This is an optimization exercise on Yosys and OpenROAD, whose aim is small area, not a production implementation.
At most, simulation tests tie the RTL to the original design; equivalence was not proved.
The clock port is modelled as an ideal driver; clocking choices that lean on that would not hold on a real chip.
No activity file was given, so power comes from the tool's default toggle rates.

run C:
## stack
module stack(input wire clk, reset, push, pop, input wire [15:0] value_in,
             output wire [15:0] value_out, output wire full, empty);
clock: 5.0 ns
lec_check: 0
cap_margin: 20
core_margin: 2
core_utilization: 65
cts_buf_list: sky130_fd_sc_hd__clkbuf_4
gpl_timing_driven: 0
slew_margin: 20
synth_hierarchical: 1
standard.sh (not shown) runs the stock make flow with config.mk's settings and CLKGATE_MAP_FILE= SYNTH_SCRIPT=/design/flow/synth_recipe.tcl, a recipe that flattens the netlist after the stock synthesis.
==> flow/flow/run.sh <==
#!/bin/bash
# The standard ORFS flow (the standard.sh) with two changes:
#  - port buffers are the smallest buffer, sky130_fd_sc_hd__buf_1, rather
#    than the one buffer_ports picks by default;
#  - clock tree synthesis inserts no dummy loads.
# The full make output goes to standard.log in the work folder; ORFS's
# per-step logs stay under orfs/logs/.
set -euo pipefail
cd "$(dirname "$FLOW_CONFIG")"
export BUFFER_PORTS_ARGS="-buffer_cell sky130_fd_sc_hd__buf_1"
export CTS_ARGS="-sink_clustering_enable -repair_clock_nets -dont_use_dummy_load -buf_list sky130_fd_sc_hd__clkbuf_4"
bash standard.sh > standard.log 2>&1
## Diff of input files: run Z against run C
--- a/flow/config.mk
+++ b/flow/config.mk
@@ -8 +8 @@
-export CAP_MARGIN = 20
+export CAP_MARGIN = 0
@@ -13 +13 @@
-export SLEW_MARGIN = 20
+export SLEW_MARGIN = 0
Findings:
Of run Z and run C, the lower cell area after placement belongs to run Z. Per the comparison of run Z with run C, final critical delay including setup and external delays increased 0.083 ns; global-route usage over all layers increased 0.81 points. On total power per unit cell area: between run Z and run C, it ends up higher for run Z. Comparing run Z and run C, the higher share of the cycle needed by the critical path after routing is on run Z. Re via count: run Z and run C aren't equal, and the lower value belongs to run Z. Going from run C to run Z, post-route cell area shrank slightly. Comparing run C against run Z, there is no change at all in number of cells on the worst reg-to-reg path.
No functional check of the RTL was part of any run of this note.

========
Another version of the RTL of stack (not shown whole).
For scale: ~220 cells after synthesis, roughly 120 flip-flops, about 38 I/O pins.
export LEC_CHECK = 0
export CAP_MARGIN = 0
export CORE_MARGIN = 2
export CORE_UTILIZATION = 55
export CTS_BUF_LIST = sky130_fd_sc_hd__clkbuf_4
export GPL_TIMING_DRIVEN = 0
export SLEW_MARGIN = 0
export SYNTH_HIERARCHICAL = 1
create_clock -name core_clock -period 5.0 [get_ports {clk}]
==> flow/flow/run.sh <==
#!/bin/bash
# The standard ORFS flow (the standard.sh) with these changes:
#  - port buffers are the smallest buffer, sky130_fd_sc_hd__buf_1, rather
#    than the one buffer_ports picks by default;
#  - the buffers Yosys/ABC inserted are removed at floorplan;
#  - before the placement's repair_design, every combinational cell is
#    swapped for the smallest cell of its family (flow/downsize.tcl);
#    repair_design and the later timing repair size up what needs it;
#  - the clock tree is built by hand in the CTS step: eight
#    sky130_fd_sc_hd__clkinv_4 inverters, each at the centre of a group of
#    flops, driven by one sky130_fd_sc_hd__clkinv_8 from the clock port, so
#    every flop gets the same two inversions. flow/clocktree_pre.tcl puts a
#    temporary buffer on the clock before clock_tree_synthesis, so that it
#    and repair_clock_inverters leave the clock alone; flow/clocktree.tcl
#    (after the step's own repairs) replaces that buffer with the tree and
#    legalizes the placement.
# The full make output goes to standard.log in the work folder; ORFS's
# per-step logs stay under orfs/logs/.
set -euo pipefail
cd "$(dirname "$FLOW_CONFIG")"
export BUFFER_PORTS_ARGS="-buffer_cell sky130_fd_sc_hd__buf_1"
export REMOVE_ABC_BUFFERS=1
export PRE_RESIZE_TCL="$PWD/flow/downsize.tcl"
export PRE_CTS_TCL="$PWD/flow/clocktree_pre.tcl"
export POST_CTS_TCL="$PWD/flow/clocktree.tcl"
export CLK_LEAVES=8
export CLK_LEAF_CELL=sky130_fd_sc_hd__clkinv_4
export CLK_ROOT_CELL=sky130_fd_sc_hd__clkinv_8
export CTS_ARGS="-clk_nets clk"
bash standard.sh > standard.log 2>&1
==> flow/flow/clocktree.tcl <==
# Builds the clock tree by hand from inverters: the flops are split into
# CLK_LEAVES groups by k-means on their placed positions; each group gets a
# CLK_LEAF_CELL inverter at its centre, and one CLK_ROOT_CELL inverter at the
# leaves' centre drives the leaves from the clock port. Every flop sees the
# same two inversions, so the clock reaches it with its polarity unchanged.
set block [ord::get_db_block]
set db [ord::get_db]
# undo flow/clocktree_pre.tcl's temporary buffer: the flops go back on clk
set clknet [$block findNet clk]
set tmp [$block findInst clktemp]
set tmpnet [$block findNet clk_temp]
foreach it [$tmpnet getITerms] {
  if {[$it getInst] ne $tmp} { $it disconnect; $it connect $clknet }
}
odb::dbInst_destroy $tmp
odb::dbNet_destroy $tmpnet
set K $::env(CLK_LEAVES)
set leafm [$db findMaster $::env(CLK_LEAF_CELL)]
set rootm [$db findMaster $::env(CLK_ROOT_CELL)]
set clknet [$block findNet clk]
set its {}; set xs {}; set ys {}
foreach it [$clknet getITerms] {
  set i [$it getInst]; set b [$i getBBox]
  lappend its $it
  lappend xs [expr {([$b xMin] + [$b xMax]) / 2.0}]
  lappend ys [expr {([$b yMin] + [$b yMax]) / 2.0}]
}
set n [llength $its]
set order [lsort -indices -real $xs]
set cx {}; set cy {}
for {set k 0} {$k < $K} {incr k} {
  set idx [lindex $order [expr {int(($k + 0.5) * $n / $K)}]]
  lappend cx [lindex $xs $idx]; lappend cy [lindex $ys $idx]
}
for {set iter 0} {$iter < 100} {incr iter} {
  set assign {}
  for {set p 0} {$p < $n} {incr p} {
    set best 0; set bd 1e18
    for {set k 0} {$k < $K} {incr k} {
      set d [expr {abs([lindex $xs $p] - [lindex $cx $k]) + abs([lindex $ys $p] - [lindex $cy $k])}]
      if {$d < $bd} { set bd $d; set best $k }
    }
    lappend assign $best
  }
  set ncx {}; set ncy {}
  for {set k 0} {$k < $K} {incr k} {
    set sx 0; set sy 0; set c 0
    for {set p 0} {$p < $n} {incr p} {
      if {[lindex $assign $p] == $k} { set sx [expr {$sx + [lindex $xs $p]}]; set sy [expr {$sy + [lindex $ys $p]}]; incr c }
    }
    if {$c > 0} { lappend ncx [expr {$sx / $c}]; lappend ncy [expr {$sy / $c}] } else { lappend ncx [lindex $cx $k]; lappend ncy [lindex $cy $k] }
  }
  set cx $ncx; set cy $ncy
}
proc mterm_of {master dir} {
  foreach mt [$master getMTerms] {
    if {[$mt getSigType] eq "SIGNAL" && [$mt getIoType] eq $dir} { return [$mt getName] }
  }
}
set rin [mterm_of $rootm INPUT]; set rout [mterm_of $rootm OUTPUT]
set lin [mterm_of $leafm INPUT]; set lout [mterm_of $leafm OUTPUT]
set rootnet [odb::dbNet_create $block clk_root]
set rx 0; set ry 0
for {set k 0} {$k < $K} {incr k} {
  set lnet [odb::dbNet_create $block clk_leaf_$k]
  set leaf [odb::dbInst_create $block $leafm clkleaf_$k]
  $leaf setLocation [expr {int([lindex $cx $k])}] [expr {int([lindex $cy $k])}]
  $leaf setPlacementStatus PLACED
  [$leaf findITerm $lin] connect $rootnet
  [$leaf findITerm $lout] connect $lnet
  set c 0
  for {set p 0} {$p < $n} {incr p} {
    if {[lindex $assign $p] == $k} { set it [lindex $its $p]; $it disconnect; $it connect $lnet; incr c }
  }
  puts "clock leaf $k: $c flops at [expr {int([lindex $cx $k])/1000.0}] [expr {int([lindex $cy $k])/1000.0}]"
  set rx [expr {$rx + [lindex $cx $k] / $K}]; set ry [expr {$ry + [lindex $cy $k] / $K}]
}
set root [odb::dbInst_create $block $rootm clkroot]
$root setLocation [expr {int($rx)}] [expr {int($ry)}]
$root setPlacementStatus PLACED
[$root findITerm $rin] connect $clknet
[$root findITerm $rout] connect $rootnet
$clknet setSigType CLOCK
$rootnet setSigType CLOCK

# place the new cells legally and bring the parasitics up to date
detailed_placement
estimate_parasitics -placement
report_clock_skew
==> flow/flow/clocktree_pre.tcl <==
# Before CTS: one temporary buffer drives every flop, so that
# clock_tree_synthesis finds the clock already buffered and adds nothing,
# and repair_clock_inverters finds no inverter to clone. The CTS step's
# POST hook (flow/clocktree.tcl) replaces it with the real tree.
set block [ord::get_db_block]
set sx 0; set sy 0; set n 0
foreach it [[$block findNet clk] getITerms] {
  set b [[$it getInst] getBBox]
  set sx [expr {$sx + ([$b xMin] + [$b xMax]) / 2}]; set sy [expr {$sy + ([$b yMin] + [$b yMax]) / 2}]; incr n
}
insert_buffer -buffer_cell sky130_fd_sc_hd__clkbuf_16 -net clk -location [list [expr {$sx / $n / 1000.0}] [expr {$sy / $n / 1000.0}]] -buffer_name clktemp -net_name clk_temp
Other scripts of this flow, unchanged in this note and not shown: flow/flow/downsize.tcl
The baseline ended with an error in clock tree synthesis (4_1_cts).
Change:
--- a/flow/flow/clocktree.tcl
+++ b/flow/flow/clocktree.tcl
@@ -9,4 +9,6 @@
 set clknet [$block findNet clk]
-set tmp [$block findInst clktemp]
-set tmpnet [$block findNet clk_temp]
+set tmp [[lindex [$clknet getITerms] 0] getInst]
+set tmpnet ""
+foreach it [$tmp getITerms] { if {[$it isOutputSignal]} { set tmpnet [$it getNet] } }
+puts "removing temporary clock buffer [$tmp getName] on [$tmpnet getName]"
 foreach it [$tmpnet getITerms] {
Settings changed: CORE_UTILIZATION 55 to 62, PLACE_DENSITY set to 0.85.
Effect: This time the run finished clean. Area after synthesis stays the same. Synthesized cell count does not change.
Change:
Settings changed: CORE_UTILIZATION 62 to 55, PLACE_DENSITY 0.85 to 0.8.
Sequential share of layout area came out lower by 0.48 points.
Cell area came out higher by 0.62%.
Synthesized area does not change.
Change:
--- a/flow/flow/run.sh
+++ b/flow/flow/run.sh
@@ -8,10 +8,7 @@
 #    repair_design and the later timing repair size up what needs it;
-#  - the clock tree is built by hand in the CTS step: eight
-#    sky130_fd_sc_hd__clkinv_4 inverters, each at the centre of a group of
-#    flops, driven by one sky130_fd_sc_hd__clkinv_8 from the clock port, so
-#    every flop gets the same two inversions. flow/clocktree_pre.tcl puts a
-#    temporary buffer on the clock before clock_tree_synthesis, so that it
-#    and repair_clock_inverters leave the clock alone; flow/clocktree.tcl
-#    (after the step's own repairs) replaces that buffer with the tree and
-#    legalizes the placement.
+#  - the clock tree is built by flow/clocktree.tcl before the CTS step:
+#    eight sky130_fd_sc_hd__clkinv_4 inverters, each at the centre of a group
+#    of flops, driven by one sky130_fd_sc_hd__clkinv_8 from the clock port;
+#    every flop gets the same two inversions. clock_tree_synthesis then finds
+#    the clock already buffered and adds nothing.
 # The full make output goes to standard.log in the work folder; ORFS's
@@ -23,4 +20,3 @@
 export PRE_RESIZE_TCL="$PWD/flow/downsize.tcl"
-export PRE_CTS_TCL="$PWD/flow/clocktree_pre.tcl"
-export POST_CTS_TCL="$PWD/flow/clocktree.tcl"
+export PRE_CTS_TCL="$PWD/flow/clocktree.tcl"
 export CLK_LEAVES=8
--- a/flow/flow/clocktree.tcl
+++ b/flow/flow/clocktree.tcl
@@ -7,13 +7,2 @@
 set db [ord::get_db]
-# undo flow/clocktree_pre.tcl's temporary buffer: the flops go back on clk
-set clknet [$block findNet clk]
-set tmp [[lindex [$clknet getITerms] 0] getInst]
-set tmpnet ""
-foreach it [$tmp getITerms] { if {[$it isOutputSignal]} { set tmpnet [$it getNet] } }
-puts "removing temporary clock buffer [$tmp getName] on [$tmpnet getName]"
-foreach it [$tmpnet getITerms] {
-  if {[$it getInst] ne $tmp} { $it disconnect; $it connect $clknet }
-}
-odb::dbInst_destroy $tmp
-odb::dbNet_destroy $tmpnet
 set K $::env(CLK_LEAVES)
@@ -86,6 +75 @@
 $rootnet setSigType CLOCK
-
-# place the new cells legally and bring the parasitics up to date
-detailed_placement
-estimate_parasitics -placement
-report_clock_skew
Settings changed: PLACE_DENSITY 0.8 to not set.
removed: flow/flow/clocktree_pre.tcl
Result: The changed run passed the timing, design-rule and antenna checks; setup slack loses 370 ps; final area climbs by 25%; via count climbs by 21%; synthesized cell count is unchanged; clock power climbs to 5.4 times its value; power climbs by about 90%; routed wire length climbs by 16%; die area stays the same.

-- what the ideal ports hide --
How much do the figures lean on ideal ports? The routed layouts below were timed once more, with nothing changed but the port constraints.
Step 1 sets driving cells, clkbuf_16 on the clock port and buf_2 on the other inputs (assumed; they add their load-dependent delay and slew).
Step 2 times the ports against the registers' clock, not the clock port: input delays grow and output delays shrink by t, the midpoint of the rising clock arrivals with the driver on.
a / b / c = ideal / step 1 / step 2; a / b = the first two.
run | t (ns) | setup WS [ns] | worst register clock-pin slew, ns | cell pins on the clock port's net
run C | 0.484 | 1.838 / 1.811 / 2.294 | 0.11 / 0.11 | 1
run Z | 0.502 | 1.754 / 1.724 / 2.226 | 0.10 / 0.10 | 1
the second run of note 2 | 0.274 | 1.750 / 1.699 / 1.816 | 0.10 / 0.10 | 1
the third run of note 2 | 0.270 | 1.745 / 1.697 / 1.813 | 0.11 / 0.11 | 1
the fourth run of note 2 | 0.620 | 1.376 / 1.346 / 1.874 | 0.05 / 0.05 | 1
After both steps every run listed still meets setup and hold.
